This is an optimization exercise on Yosys and OpenROAD, whose aim is small area, not a production implementation. RTL that was checked went through simulation tests only; none was proved equivalent to the original. Power is estimated from default activity; no workload was simulated.

## connect4
module connect4(
    input clk,
    input reset,
    input right,
    input left,
    input enter,
    output h_sync,
    output v_sync,
    output [3:0] red,
    output [3:0] green,
    output [3:0] blue,
    output [1:0] win
    );
Settings: LEC_CHECK=0, CAP_MARGIN=20, CORE_MARGIN=2, CORE_UTILIZATION=60, CTS_BUF_LIST=sky130_fd_sc_hd__clkbuf_8, CTS_CLUSTER_DIAMETER=100, CTS_CLUSTER_SIZE=20, SLEW_MARGIN=20; clock period 10.0 ns.
standard.sh (not shown) runs the stock make flow with config.mk's settings and CLKGATE_MAP_FILE= SYNTH_SCRIPT=/design/flow/synth_recipe.tcl, a recipe that flattens the netlist after the stock synthesis.
==> flow/flow/run.sh <==
#!/bin/bash
# Own layout flow: the standard ORFS flow (standard.sh) with a different
# logic synthesis step:
#  - Yosys's half/full adder extraction is off (ha/fa cells marked don't-use),
#    so all logic is mapped by ABC;
#  - ABC runs the area-oriented script flow/abc_area.script.
# Everything else (floorplan, power grid, placement, CTS, routing) is the
# standard flow unchanged. Each tool's output goes to a log in this folder.
set -euo pipefail
HERE=$(pwd)
FLOWDIR=$HERE/flow

# synthesis script: ORFS's synth.tcl with the ABC script swapped
sed "s|log_cmd abc {\*}\$abc_args|set abc_args [lreplace \$abc_args 1 1 $FLOWDIR/abc_area.script]\n  log_cmd abc {*}\$abc_args|" \
    "$FLOW_HOME/scripts/synth.tcl" > "$HERE/synth_custom.tcl"
grep -q "abc_area.script" "$HERE/synth_custom.tcl"
# wrapper, as synth_recipe.tcl does it (synth -nofsm -noshare, flatten, rename)
sed "s|source \$::env(SCRIPTS_DIR)/synth.tcl|source $HERE/synth_custom.tcl|" synth_recipe.tcl > "$HERE/my_synth.tcl"
grep -q "synth_custom.tcl" "$HERE/my_synth.tcl"

cp config.mk "$HERE/my_config.mk"
echo "export DONT_USE_CELLS = sky130_fd_sc_hd__ha_1 sky130_fd_sc_hd__ha_2 sky130_fd_sc_hd__ha_4 sky130_fd_sc_hd__fa_1 sky130_fd_sc_hd__fa_2 sky130_fd_sc_hd__fa_4" >> "$HERE/my_config.mk"

sed -e "s|DESIGN_CONFIG=[^ ]*|DESIGN_CONFIG=$HERE/my_config.mk|" \
    -e "s|SYNTH_SCRIPT=[^ ]*|SYNTH_SCRIPT=$HERE/my_synth.tcl|" standard.sh > "$HERE/my_standard.sh"
grep -q "my_synth.tcl" "$HERE/my_standard.sh"

bash "$HERE/my_standard.sh" > "$HERE/orfs_flow.log" 2>&1
==> flow/flow/abc_area.script <==
&get -n
&st
&deepsyn -T 30
&dch -f
&nf -a
&put
topo
stime -c
upsize -c
dnsize -c
Rerun with:
==> flow/flow/run.sh (replaced) <==
#!/bin/bash
# Standard layout flow, with Yosys's half/full-adder extraction turned off
# (the adder cells are marked don't-use, so synthesis maps all logic with ABC).
set -e
cp standard.sh standard_sh_copy.txt
cp synth_recipe.tcl synth_recipe_copy.txt
cp config.mk config_mk_copy.txt
export DONT_USE_CELLS="sky130_fd_sc_hd__ha_1 sky130_fd_sc_hd__ha_2 sky130_fd_sc_hd__ha_4 sky130_fd_sc_hd__fa_1 sky130_fd_sc_hd__fa_2 sky130_fd_sc_hd__fa_4"
bash standard.sh > standard.log 2>&1
CORE_UTILIZATION = 40   (was 60)
CTS_BUF_LIST = unset   (was sky130_fd_sc_hd__clkbuf_8)
CTS_CLUSTER_DIAMETER = unset   (was 100)
CTS_CLUSTER_SIZE = unset   (was 20)
removed: flow/flow/abc_area.script
Setup slack loses 0.064 ns.
Die area rose by 100%.
Core utilization drops by 23 points.
Final cell count came out higher by 45%.
Cell area climbs by about 35%.
Hold slack got worse by 0.018 ns.
Global-route usage fell by 10 points.
Non-clock buffer count rose by 5.
Rerun with:
==> flow/flow/run.sh (replaced) <==
#!/bin/bash
# Own layout flow: the standard ORFS flow (standard.sh) with a different
# logic synthesis step:
#  - Yosys's half/full adder extraction is off (ha/fa cells marked don't-use),
#    so all logic is mapped by ABC;
#  - ABC runs the area-oriented script flow/abc_area.script.
# Everything else (floorplan, power grid, placement, CTS, routing) is the
# standard flow unchanged. Each tool's output goes to a log in this folder.
set -euo pipefail
HERE=$(pwd)
FLOWDIR=$HERE/flow

# synthesis script: ORFS's synth.tcl with the ABC script swapped
sed "s|log_cmd abc {\*}\$abc_args|set abc_args [lreplace \$abc_args 1 1 $FLOWDIR/abc_area.script]\n  log_cmd abc {*}\$abc_args|" \
    "$FLOW_HOME/scripts/synth.tcl" > "$HERE/synth_custom.tcl"
grep -q "abc_area.script" "$HERE/synth_custom.tcl"
# wrapper, as synth_recipe.tcl does it (synth -nofsm -noshare, flatten, rename)
sed "s|source \$::env(SCRIPTS_DIR)/synth.tcl|source $HERE/synth_custom.tcl|" synth_recipe.tcl > "$HERE/my_synth.tcl"
grep -q "synth_custom.tcl" "$HERE/my_synth.tcl"

cp config.mk "$HERE/my_config.mk"
echo "export DONT_USE_CELLS = sky130_fd_sc_hd__ha_1 sky130_fd_sc_hd__ha_2 sky130_fd_sc_hd__ha_4 sky130_fd_sc_hd__fa_1 sky130_fd_sc_hd__fa_2 sky130_fd_sc_hd__fa_4" >> "$HERE/my_config.mk"

sed -e "s|DESIGN_CONFIG=[^ ]*|DESIGN_CONFIG=$HERE/my_config.mk|" \
    -e "s|SYNTH_SCRIPT=[^ ]*|SYNTH_SCRIPT=$HERE/my_synth.tcl|" standard.sh > "$HERE/my_standard.sh"
grep -q "my_synth.tcl" "$HERE/my_standard.sh"

bash "$HERE/my_standard.sh" > "$HERE/orfs_flow.log" 2>&1
==> flow/flow/abc_area.script (new file) <==
&get -n
&st
&deepsyn -T 30
&dch -f
&nf -a
&put
topo
stime -c
upsize -c
dnsize -c
After rerunning:
- The changed run finished clean
- wire length falls by 25%
- sequential share of layout area rises by 7.6 points
- sequential power falls by about 9%
- total power falls by 7.4%
- register-to-register slack is better by 0.44 ns
- clock power rises by about 9%
- die area falls by 28%
- global-route usage rises by 1.2 points
- synthesized area falls by 29%
No run of this note included a check of the RTL's function; only the layout flow was run.

The RTL this note starts from:
==> flow/design.v <==
module connect4(
    input clk,
    input reset,
    input right,
    input left,
    input enter,
    output h_sync,
    output v_sync,
    output [3:0] red,
    output [3:0] green,
    output [3:0] blue,
    output [1:0] win
    );
    integer c, r;
    reg q1, q2;
    wire change = q2 & ~q1;
    wire sel = ~q2 & q1;
    wire won;
    always @(posedge clk or posedge reset)
        if (reset) begin
            q1 <= 1'b0; q2 <= 1'b0;
        end else begin
            q1 <= (~q1 & enter) | (q1 & ~enter) | (q2 & ~q1);
            q2 <= (~q2 & q1 & enter) | (q2 & ~q1 & won) | (q2 & q1 & ~enter);
        end
    reg player;
    always @(posedge clk or posedge reset)
        if (reset) player <= 1'b0;
        else if (change) player <= ~player;
    reg [2:0] A;
    always @(posedge clk or posedge reset)
        if (reset) A <= 3'd0;
        else if (sel) begin
            if (right & ~left) A <= (A == 3'd6) ? 3'd0 : A + 3'd1;
            else if (left & ~right) A <= (A == 3'd0) ? 3'd6 : A - 3'd1;
        end
    reg [6:0] bd [0:6];
    reg F, W;
    reg [5:0] occ [0:6];
    reg [5:0] M [0:6];
    always @(*)
        for (c = 0; c < 7; c = c + 1)
            for (r = 0; r < 6; r = r + 1) begin
                occ[c][r] = |(bd[c] >> (r + 1));
                M[c][r] = occ[c][r] & (bd[c][r] ^ player);
            end
    wire drop = change & ~F;
    always @(posedge clk or posedge reset)
        if (reset) begin
            for (c = 0; c < 7; c = c + 1) bd[c] <= 7'b0000001;
        end else begin
            for (c = 0; c < 7; c = c + 1)
                if (drop && A == c) begin
                    if (~occ[c][0]) bd[c][0] <= player;
                    for (r = 1; r < 6; r = r + 1)
                        if (~occ[c][r]) bd[c][r] <= bd[c][r] ? player : bd[c][r-1];
                    bd[c][6] <= bd[c][6] | bd[c][5];
                end
        end
    reg wm;
    always @(*) begin
        wm = 1'b0;
        for (c = 0; c < 7; c = c + 1)
            for (r = 0; r < 3; r = r + 1)
                wm = wm | (M[c][r] & M[c][r+1] & M[c][r+2] & M[c][r+3]);
        for (c = 0; c < 4; c = c + 1)
            for (r = 0; r < 6; r = r + 1)
                wm = wm | (M[c][r] & M[c+1][r] & M[c+2][r] & M[c+3][r]);
        for (c = 0; c < 4; c = c + 1)
            for (r = 0; r < 3; r = r + 1) begin
                wm = wm | (M[c][r] & M[c+1][r+1] & M[c+2][r+2] & M[c+3][r+3]);
                wm = wm | (M[c][r+3] & M[c+1][r+2] & M[c+2][r+1] & M[c+3][r]);
            end
    end
    assign won = F | wm;
    assign win = {won, F ? W : (wm & ~player)};
    always @(posedge clk or posedge reset)
        if (reset) begin
            F <= 1'b0; W <= 1'b0;
        end else if (~F) begin
            F <= wm; W <= ~player;
        end
    reg [1:0] s;
    wire pe = ~s[1] & s[0];
    reg [2:0] k;
    reg [6:0] o;
    reg [2:0] j;
    reg [6:0] u;
    wire oz = (o == 7'd0);
    wire uz = (u == 7'd0);
    wire hwrap = (k == 3'd7) & oz;
    reg [6:0] ol, ul;
    always @(*) begin
        case (k)
            3'd7, 3'd1, 3'd3: ol = 7'd91;
            3'd0, 3'd2, 3'd4: ol = 7'd90;
            3'd5: ol = 7'd127;
            default: ol = 7'd122;
        endcase
        case (j)
            3'd7, 3'd0, 3'd2, 3'd4: ul = 7'd68;
            3'd1, 3'd3: ul = 7'd67;
            3'd5: ul = 7'd66;
            default: ul = 7'd45;
        endcase
    end
    always @(posedge clk or posedge reset)
        if (reset) begin
            s <= 2'b00; k <= 3'd7; o <= 7'd0; j <= 3'd7; u <= 7'd1;
        end else begin
            s <= {s[0], ~s[1]};
            if (pe) begin
                if (oz) begin
                    k <= k + 3'd1; o <= ol;
                end else
                    o <= o - 7'd1;
                if (hwrap) begin
                    if (uz) begin
                        j <= j + 3'd1; u <= ul;
                    end else
                        u <= u - 7'd1;
                end
            end
        end
    assign h_sync = ~(((k == 3'd6) & (o <= 7'd21)) | ((k == 3'd7) & (o >= 7'd49)));
    assign v_sync = ~((j == 3'd7) & ((u == 7'd34) | (u == 7'd35)));
    wire cellx = ((k <= 3'd5) & (o >= 7'd2)) | ((k == 3'd6) & (o >= 7'd39));
    wire vl = (k <= 3'd5) & (o <= 7'd1);
    wire xb = ((k == 3'd6) & (o == 7'd38)) | hwrap;
    wire hl = ((j <= 3'd5) & (u <= 7'd1)) | ((j >= 3'd6) & uz);
    wire rowon = (j <= 3'd5) & (u >= 7'd2);
    wire cur = (j == 3'd6) & ~uz;
    wire yg = (j != 3'd0);
    reg [6:0] kc;
    reg selb, selo;
    always @(*) begin
        kc = 7'd0;
        for (c = 0; c < 7; c = c + 1)
            kc = kc | ({7{k == c}} & bd[c]);
        selb = 1'b0; selo = 1'b0;
        for (r = 0; r < 6; r = r + 1)
            if (j == r) begin
                selb = kc[r];
                selo = |(kc >> (r + 1));
            end
    end
    wire curs = cur & cellx & (k == A);
    wire white = xb | (vl & yg) | hl;
    wire cellon = cellx & rowon;
    wire cred = F ? W : (selo & selb);
    wire cblue = F ? ~W : (selo & ~selb);
    wire nR = white | (cellon & cred) | (curs & player);
    wire nB = white | (cellon & cblue) | (curs & ~player);
    reg cR, cB;
    always @(posedge clk or posedge reset)
        if (reset) begin
            cR <= 1'b0; cB <= 1'b0;
        end else if (pe) begin
            cR <= nR; cB <= nB;
        end
    assign red = {4{cR}};
    assign blue = {4{cB}};
    assign green = {4{cR & cB}};
endmodule
clock: 10.0 ns
lec_check: 0
cap_margin: 20
core_margin: 2
core_utilization: 45
slew_margin: 20
==> flow/flow/run.sh <==
#!/bin/bash
# Own layout flow: the standard ORFS flow (standard.sh) with a different
# logic synthesis step:
#  - Yosys's half/full adder extraction is off (ha/fa cells marked don't-use),
#    so all logic is mapped by ABC;
#  - ABC runs the area-oriented script flow/abc_area.script;
#  - no insbuf buffers between output ports; clock tree of clkbuf_8 without
#    dummy loads; port buffers are buf_1.
# Everything else (floorplan, power grid, placement, CTS, routing) is the
# standard flow unchanged. Each tool's output goes to a log in this folder.
set -euo pipefail
HERE=$(pwd)
FLOWDIR=$HERE/flow

# synthesis script: ORFS's synth.tcl with the ABC script swapped
sed "s|log_cmd abc {\*}\$abc_args|set abc_args [lreplace \$abc_args 1 1 $FLOWDIR/abc_area.script]\n  log_cmd abc {*}\$abc_args|" \
    "$FLOW_HOME/scripts/synth.tcl" > "$HERE/synth_custom.tcl"
grep -q "abc_area.script" "$HERE/synth_custom.tcl"
# wrapper, as synth_recipe.tcl does it (synth -nofsm -noshare, flatten, rename)
sed "s|source \$::env(SCRIPTS_DIR)/synth.tcl|source $HERE/synth_custom.tcl|" synth_recipe.tcl > "$HERE/my_synth.tcl"
grep -q "synth_custom.tcl" "$HERE/my_synth.tcl"

cp config.mk "$HERE/my_config.mk"
echo "export DONT_USE_CELLS = sky130_fd_sc_hd__ha_1 sky130_fd_sc_hd__ha_2 sky130_fd_sc_hd__ha_4 sky130_fd_sc_hd__fa_1 sky130_fd_sc_hd__fa_2 sky130_fd_sc_hd__fa_4" >> "$HERE/my_config.mk"
# no buffers between output ports that carry the same signal (each port still
# gets its own port buffer at placement)
echo "export SYNTH_INSBUF = 0" >> "$HERE/my_config.mk"
# port buffers: one buf_1 on every input and output port
echo "export BUFFER_PORTS_ARGS = -inputs -outputs -buffer_cell sky130_fd_sc_hd__buf_1" >> "$HERE/my_config.mk"
# clock tree: clkbuf_8 buffers, no dummy loads
echo "export CTS_ARGS = -sink_clustering_enable -repair_clock_nets -buf_list sky130_fd_sc_hd__clkbuf_8 -root_buf sky130_fd_sc_hd__clkbuf_8 -dont_use_dummy_load" >> "$HERE/my_config.mk"

sed -e "s|DESIGN_CONFIG=[^ ]*|DESIGN_CONFIG=$HERE/my_config.mk|" \
    -e "s|SYNTH_SCRIPT=[^ ]*|SYNTH_SCRIPT=$HERE/my_synth.tcl|" standard.sh > "$HERE/my_standard.sh"
grep -q "my_synth.tcl" "$HERE/my_standard.sh"

bash "$HERE/my_standard.sh" > "$HERE/orfs_flow.log" 2>&1
==> flow/flow/abc_area.script <==
&get -n
&st
&deepsyn -J 100 -T 600
&dch -f
&nf -a -R 1000 -F 16 -A 16 -C 32
&put
The baseline completed with no timing, DRC or antenna violations.
Next try:
--- a/flow/flow/run.sh
+++ b/flow/flow/run.sh
@@ -29,5 +29,5 @@
 echo "export BUFFER_PORTS_ARGS = -inputs -outputs -buffer_cell sky130_fd_sc_hd__buf_1" >> "$HERE/my_config.mk"
 # clock tree: clkbuf_8 buffers, no dummy loads
-echo "export CTS_ARGS = -sink_clustering_enable -repair_clock_nets -buf_list sky130_fd_sc_hd__clkbuf_8 -root_buf sky130_fd_sc_hd__clkbuf_8 -dont_use_dummy_load" >> "$HERE/my_config.mk"
+echo "export CTS_ARGS = -repair_clock_nets -buf_list sky130_fd_sc_hd__clkbuf_8 -root_buf sky130_fd_sc_hd__clkbuf_8 -dont_use_dummy_load" >> "$HERE/my_config.mk"
 
 sed -e "s|DESIGN_CONFIG=[^ ]*|DESIGN_CONFIG=$HERE/my_config.mk|" \
==> flow/flow/abc_area.script (replaced) <==
&get -n
&st
&deepsyn -T 60
&dch -f
&nf -a -R 1000
&put
--- a/flow/config.mk
+++ b/flow/config.mk
@@ -8,4 +8,4 @@
 export CAP_MARGIN = 20
 export CORE_MARGIN = 2
-export CORE_UTILIZATION = 45
+export CORE_UTILIZATION = 60
 export SLEW_MARGIN = 20
Outcome: Hold slack gains 38 ps; non-clock buffer count fell by 2; routed wire length came out higher by 4.4%; area after synthesis goes up by 1.4%; synthesized cell count went up by 3.6%; clock-buffer cell count does not change; combinational power goes up by 5.9%.
Next try:
--- a/flow/flow/run.sh
+++ b/flow/flow/run.sh
@@ -29,5 +29,5 @@
 echo "export BUFFER_PORTS_ARGS = -inputs -outputs -buffer_cell sky130_fd_sc_hd__buf_1" >> "$HERE/my_config.mk"
 # clock tree: clkbuf_8 buffers, no dummy loads
-echo "export CTS_ARGS = -repair_clock_nets -buf_list sky130_fd_sc_hd__clkbuf_8 -root_buf sky130_fd_sc_hd__clkbuf_8 -dont_use_dummy_load" >> "$HERE/my_config.mk"
+echo "export CTS_ARGS = -sink_clustering_enable -repair_clock_nets -buf_list sky130_fd_sc_hd__clkbuf_8 -root_buf sky130_fd_sc_hd__clkbuf_8 -dont_use_dummy_load" >> "$HERE/my_config.mk"
 
 sed -e "s|DESIGN_CONFIG=[^ ]*|DESIGN_CONFIG=$HERE/my_config.mk|" \
==> flow/flow/abc_area.script (replaced) <==
&get -n
&st
&deepsyn -J 100 -T 600
&dch -f
&nf -a -R 1000 -F 16 -A 16 -C 32
&put
--- a/flow/config.mk
+++ b/flow/config.mk
@@ -8,4 +8,4 @@
 export CAP_MARGIN = 20
 export CORE_MARGIN = 2
-export CORE_UTILIZATION = 60
+export CORE_UTILIZATION = 75
 export SLEW_MARGIN = 20
Effect:
- The new run ran to the end with no violations
- wire length fell by 15%
- global-route usage rose by 3.3 points
- worst setup slack improves by 140 ps
- area after synthesis fell by 1.4%
- final cell count fell by 6.7%
- synthesized cell count fell by 3.5%
- sequential power rose by about 0.9%
Next try:
--- a/flow/config.mk
+++ b/flow/config.mk
@@ -6,6 +6,7 @@
 export NUM_CORES = 4
 export LEC_CHECK = 0
-export CAP_MARGIN = 20
+export CAP_MARGIN = 0
 export CORE_MARGIN = 2
-export CORE_UTILIZATION = 75
-export SLEW_MARGIN = 20
+export CORE_UTILIZATION = 60
+export GPL_TIMING_DRIVEN = 0
+export SLEW_MARGIN = 0
Routed wire length increases by 7.1%. Sequential power increases by 11%. Global-route usage decreases by 6.1 points. Die area increases by 24%.

## port drivers added, routing unchanged
How much do the figures lean on ideal ports? The routed layouts below were timed once more, with nothing changed but the port constraints.
Step 1 (the two cells are an assumption about what drives the block):
set clk [get_ports {clk}]
set_driving_cell -lib_cell sky130_fd_sc_hd__clkbuf_16 $clk
set_driving_cell -lib_cell sky130_fd_sc_hd__buf_2 [delete_from_list [all_inputs] $clk]
Step 2 adds t to the input delays and takes it off the output delays; t is the mean of the earliest and latest rising clock arrival at the registers after step 1. Input paths then give back, and output paths get back, about the clock's delay inside the block.
Three values: ideal ports, drivers, drivers and shift; two values: the first two.
| run | t (ns) | setup slack, ns | slew at the worst register clock pin (ns) |
|---|---|---|---|
| the first run of note 1 | 0.392 | 4.096 / 4.061 / 4.453 | 0.09 / 0.09 |
| the second run of note 1 | 0.402 | 4.032 / 3.988 / 4.390 | 0.07 / 0.07 |
| the third run of note 1 | 0.397 | 4.058 / 4.016 / 4.413 | 0.06 / 0.06 |
| the first run of note 2 | 0.402 | 3.805 / 3.770 / 4.172 | 0.08 / 0.08 |
| the second run of note 2 | 0.387 | 3.801 / 3.764 / 4.151 | 0.09 / 0.09 |
| the third run of note 2 | 0.370 | 3.937 / 3.904 / 4.274 | 0.08 / 0.08 |
| the fourth run of note 2 | 0.388 | 3.177 / 3.142 / 3.529 | 0.09 / 0.09 |
After both steps setup and hold are still met in every run listed.
